Background: an optimization exercise with open tools, aiming at small area and a short achievable clock period. Do not read the settings as production practice.
Function was checked by simulation only, so behaviour that the tests miss may differ from the original.

==> inputs of branch fjord <==
==> flow/design.v <==
module enigma(clk, srst_n, load, encrypt, crypt_mode, table_idx, code_in, code_out, code_valid);
input clk;
input srst_n;
input load;
input encrypt;
input crypt_mode;
input [1:0] table_idx;
input [5:0] code_in;
output reg [5:0] code_out;
output reg code_valid;
integer i;
function [5:0] sw;
  input [1:0] md;
  input [5:0] d;
  case (md)
    2'b00: sw = ~d;
    2'b01: sw = {d[0], d[1], d[2], d[3], d[4], d[5]};
    2'b10: sw = {d[4], d[5], d[2], d[3], d[0], d[1]};
    default: sw = {d[2], d[1], d[0], d[5], d[4], d[3]};
  endcase
endfunction
reg rst_r, ldA_r, ldP_r, ldB_r, enc_r, cm_r;
reg [5:0] din_r;
always @(posedge clk) begin
  rst_r <= ~srst_n;
  ldA_r <= load & (table_idx == 2'd0);
  ldP_r <= load & (table_idx == 2'd1);
  ldB_r <= load & (table_idx == 2'd2);
  enc_r <= encrypt & ~load;
  cm_r  <= crypt_mode;
  din_r <= code_in;
end
reg [5:0] R [0:63];
reg [5:0] off;
always @(posedge clk) begin
  R[63] <= ldA_r ? din_r : R[0];
  for (i = 0; i < 63; i = i + 1) R[i] <= R[i+1];
  off <= ldA_r ? 6'd0 : off + 6'd1;
end
reg [5:0] P [0:63];
reg [5:0] pd1, pd2;
reg pl1, ppar;
always @(posedge clk) begin
  pd1 <= din_r;
  pd2 <= pd1;
  pl1 <= ldP_r;
  if (rst_r) ppar <= 1'b0;
  else if (ldP_r) ppar <= ~ppar;
end
wire [5:0] pwdata = ppar ? din_r : pd2;
always @(posedge clk) begin
  if (pl1) P[pd1] <= pwdata;
end
reg [5:0] s, q;
reg [1:0] m, sel;
reg vP;
reg [5:0] pa;
always @(posedge clk) begin
  pa <= P[din_r] + s + {4'd0, sel} - off - 6'd1;
  vP <= rst_r ? 1'b0 : enc_r;
end
wire [5:0] pb = pa + {4'd0, sel};
wire [2:0] oi = pb[5:3];
wire [2:0] ei = pb[5:3] + {2'b00, pb[2]};
reg [5:0] ev [0:3];
reg [5:0] od [0:3];
always @* begin
  for (i = 0; i < 4; i = i + 1) begin
    ev[i] = R[{ei, 1'b0, i[1:0]}];
    od[i] = R[{oi, 1'b1, i[1:0]}];
  end
end
reg [5:0] cand [0:3];
reg [2:0] e;
always @* begin
  for (i = 0; i < 4; i = i + 1) begin
    e = pb[2:0] + i[2:0];
    cand[i] = e[2] ? od[e[1:0]] : ev[e[1:0]];
  end
end
reg [5:0] cr [0:3];
reg vK;
always @(posedge clk) begin
  for (i = 0; i < 4; i = i + 1) cr[i] <= cand[i];
  vK <= rst_r ? 1'b0 : vP;
end
localparam [383:0] TT = {
  6'd33, 6'd0, 6'd20, 6'd41, 6'd27, 6'd31, 6'd45, 6'd12,
  6'd7, 6'd37, 6'd1, 6'd62, 6'd52, 6'd35, 6'd19, 6'd50,
  6'd59, 6'd36, 6'd4, 6'd15, 6'd11, 6'd30, 6'd39, 6'd51,
  6'd46, 6'd53, 6'd3, 6'd5, 6'd44, 6'd9, 6'd16, 6'd49,
  6'd55, 6'd60, 6'd34, 6'd14, 6'd63, 6'd32, 6'd2, 6'd54,
  6'd40, 6'd8, 6'd47, 6'd22, 6'd6, 6'd57, 6'd13, 6'd26,
  6'd38, 6'd18, 6'd29, 6'd21, 6'd24, 6'd58, 6'd28, 6'd10,
  6'd43, 6'd23, 6'd48, 6'd42, 6'd17, 6'd25, 6'd61, 6'd56};
reg [5:0] Bq [0:63];
reg [5:0] Bn [0:63];
reg [3:0] bh;
reg bhold;
always @* begin
  for (i = 0; i < 64; i = i + 1)
    Bn[i] = ({6{bh[0]}} & Bq[TT[i*6 +: 6] ^ 6'd0]) | ({6{bh[1]}} & Bq[TT[i*6 +: 6] ^ 6'd1])
          | ({6{bh[2]}} & Bq[TT[i*6 +: 6] ^ 6'd2]) | ({6{bh[3]}} & Bq[TT[i*6 +: 6] ^ 6'd3])
          | ({6{bhold}} & Bq[i]);
end
always @(posedge clk) begin
  Bq[63] <= Bn[63] | ({6{ldB_r}} & din_r);
  for (i = 0; i < 63; i = i + 1) Bq[i] <= Bn[i] | ({6{ldB_r}} & Bq[i+1]);
end
wire [5:0] a = cr[sel];
wire [5:0] b = sw(m, a);
wire [5:0] r = Bn[b];
wire [5:0] x = r ^ q;
reg [5:0] y;
always @* begin
  y = 6'd0;
  for (i = 0; i < 64; i = i + 1)
    if (Bn[i] == x) y = y | i[5:0];
end
wire [5:0] z = sw(m, y);
wire [1:0] inc = cm_r ? z[1:0] : a[1:0];
wire [1:0] k = cm_r ? x[1:0] : r[1:0];
always @(posedge clk) begin
  if (rst_r) begin
    s <= 6'd0; q <= 6'd1; m <= 2'd0; sel <= 2'd0;
  end else begin
    s <= s + {4'd0, sel};
    if (vK) begin
      q <= {q[4:0], q[4] ^ q[5]};
      m <= cm_r ? y[1:0] : b[1:0];
      sel <= inc;
    end else begin
      sel <= 2'd0;
    end
  end
  bh <= {4{vK & ~rst_r}} & (4'd1 << k);
  bhold <= ~(vK & ~rst_r) & ~(load & (table_idx == 2'd2));
end
reg [5:0] yr, ds1;
reg [1:0] mr;
reg vF1;
always @(posedge clk) begin
  yr <= y;
  mr <= m;
  ds1 <= off + 6'd1 - s - {4'd0, sel};    
  vF1 <= rst_r ? 1'b0 : vK;
end
wire [5:0] zf = sw(mr, yr);
reg [5:0] hi;
always @* begin
  hi = 6'd0;
  for (i = 0; i < 64; i = i + 1)
    if (R[i] == zf) hi = hi | i[5:0];
end
reg [5:0] hr, ds2;
reg vF2;
always @(posedge clk) begin
  hr <= hi;
  ds2 <= ds1;
  vF2 <= rst_r ? 1'b0 : vF1;
end
wire [5:0] w = hr + ds2;
always @(posedge clk) begin
  code_out <= P[w];
  code_valid <= rst_r ? 1'b0 : vF2;
end
endmodule
==> flow/flow/run.sh <==
#!/bin/bash
set -euo pipefail
bash standard.sh SETUP_SLACK_MARGIN=9 finish > standard.log 2>&1
==> flow/standard.sh <==
#!/bin/bash
# synth_recipe.tcl (not shown) runs the flow's synth.tcl, then flattens the netlist and writes it again
# the make line also repeats each setting of config.mk as NAME=value (left out here)
make -C /OpenROAD-flow-scripts/flow DESIGN_CONFIG=/design/flow/config.mk WORK_HOME=/design/flow/orfs CLKGATE_MAP_FILE= SYNTH_SCRIPT=/design/flow/synth_recipe.tcl "${@:-finish}"
==> flow/config.mk <==
export PLATFORM = sky130hd
export DESIGN_NAME = enigma
export DESIGN_NICKNAME = enigma
export VERILOG_FILES = /design/flow/design.v
export SDC_FILE = /design/flow/constraint.sdc
export NUM_CORES = 4
export LEC_CHECK = 0
export CAP_MARGIN = 20
export CORE_MARGIN = 2
export CORE_UTILIZATION = 45
export SLEW_MARGIN = 20
==> flow/constraint.sdc <==
create_clock -name core_clock -period 14.0 [get_ports {clk}]
set_input_delay 2.8000 -clock core_clock [delete_from_list [all_inputs] [get_ports {clk}]]
set_output_delay 2.8000 -clock core_clock [all_outputs]
set_load 0.01 [all_outputs]
==> branch harbor (differences from branch fjord) <==
--- a/flow/config.mk
+++ b/flow/config.mk
@@ -9,3 +9,3 @@
 export CORE_MARGIN = 2
-export CORE_UTILIZATION = 45
+export CORE_UTILIZATION = 40
 export SLEW_MARGIN = 20
==> metrics.md <==
| Metric | Value |
|---|---|
| Tightest slew margin relative to the limit | 20.9% |
| Placed cell count | 9079 |
| All-Layer GR Usage | roughly 45% |
| Origin of the worst setup path | sel[1] |
| Fraction of area in multi-input gates | 49.0% |
| Row count | 155 |
| GR Util met2 | roughly 65% |
| Vias | approximately 70000 |
| GRT met1 Usage | 53.5% |
| Outcome | finished clean |
| Register area | just under 0.03 mm2 |
| Clk tree area frac | 5.49% |
| Area taken by multi-input logic gates | 0.0431 mm2 |
| F_max | ~0.16 GHz |
| Reg2reg start | sel[1] |
| Crit path DAT | 6.94 ns |
# the run above: branch harbor

==> metrics.md <==
| Metric | Value |
|---|---|
| Outcome | finished clean |
| Fraction of area in multi-input gates | 49.0% |
| Setup TNS | 0 ns |
| Register area | 0.0294 mm2 |
| Crit path DAT | 7.10 ns |
| Vias | between 70000 and 80000 |
| Tightest slew margin relative to the limit | 16.9% |
| Clk tree area frac | between 5 and 6% |
| Placed cell count | 8789 |
| F_max | ~0.16 GHz |
| Reg2reg start | bh[1] |
| Area taken by multi-input logic gates | between 0.04 and 0.05 mm2 |
# the run above: branch fjord

==> separate check: timing with driven ports <==
The results above use ideal ports. As a check the final layouts listed here were re-extracted and re-timed, cells and wires unchanged. Step 1, drivers: a clkbuf_16 drives clk and a buf_2 each remaining input, both assumed. Step 2 moves the port delays by t, midway between the first and last clock arrival at a register: inputs arrive t later, outputs are due t later. That takes back most of the time a late clock gives input paths. Three values: ideal ports, drivers, drivers and shift; two values: the first two.
run | t, ns | setup WS [ns] | worst setup path at the end | worst data-port slew with drivers (ns) | cell pins on the clock port's net
branch fjord | 0.909 | 7.614 / 7.614 / 7.614 | register to register | 0.03 | 1
branch harbor | 0.905 | 7.747 / 7.747 / 7.747 | register to register | 0.08 | 1
After both steps every run listed still meets setup and hold.
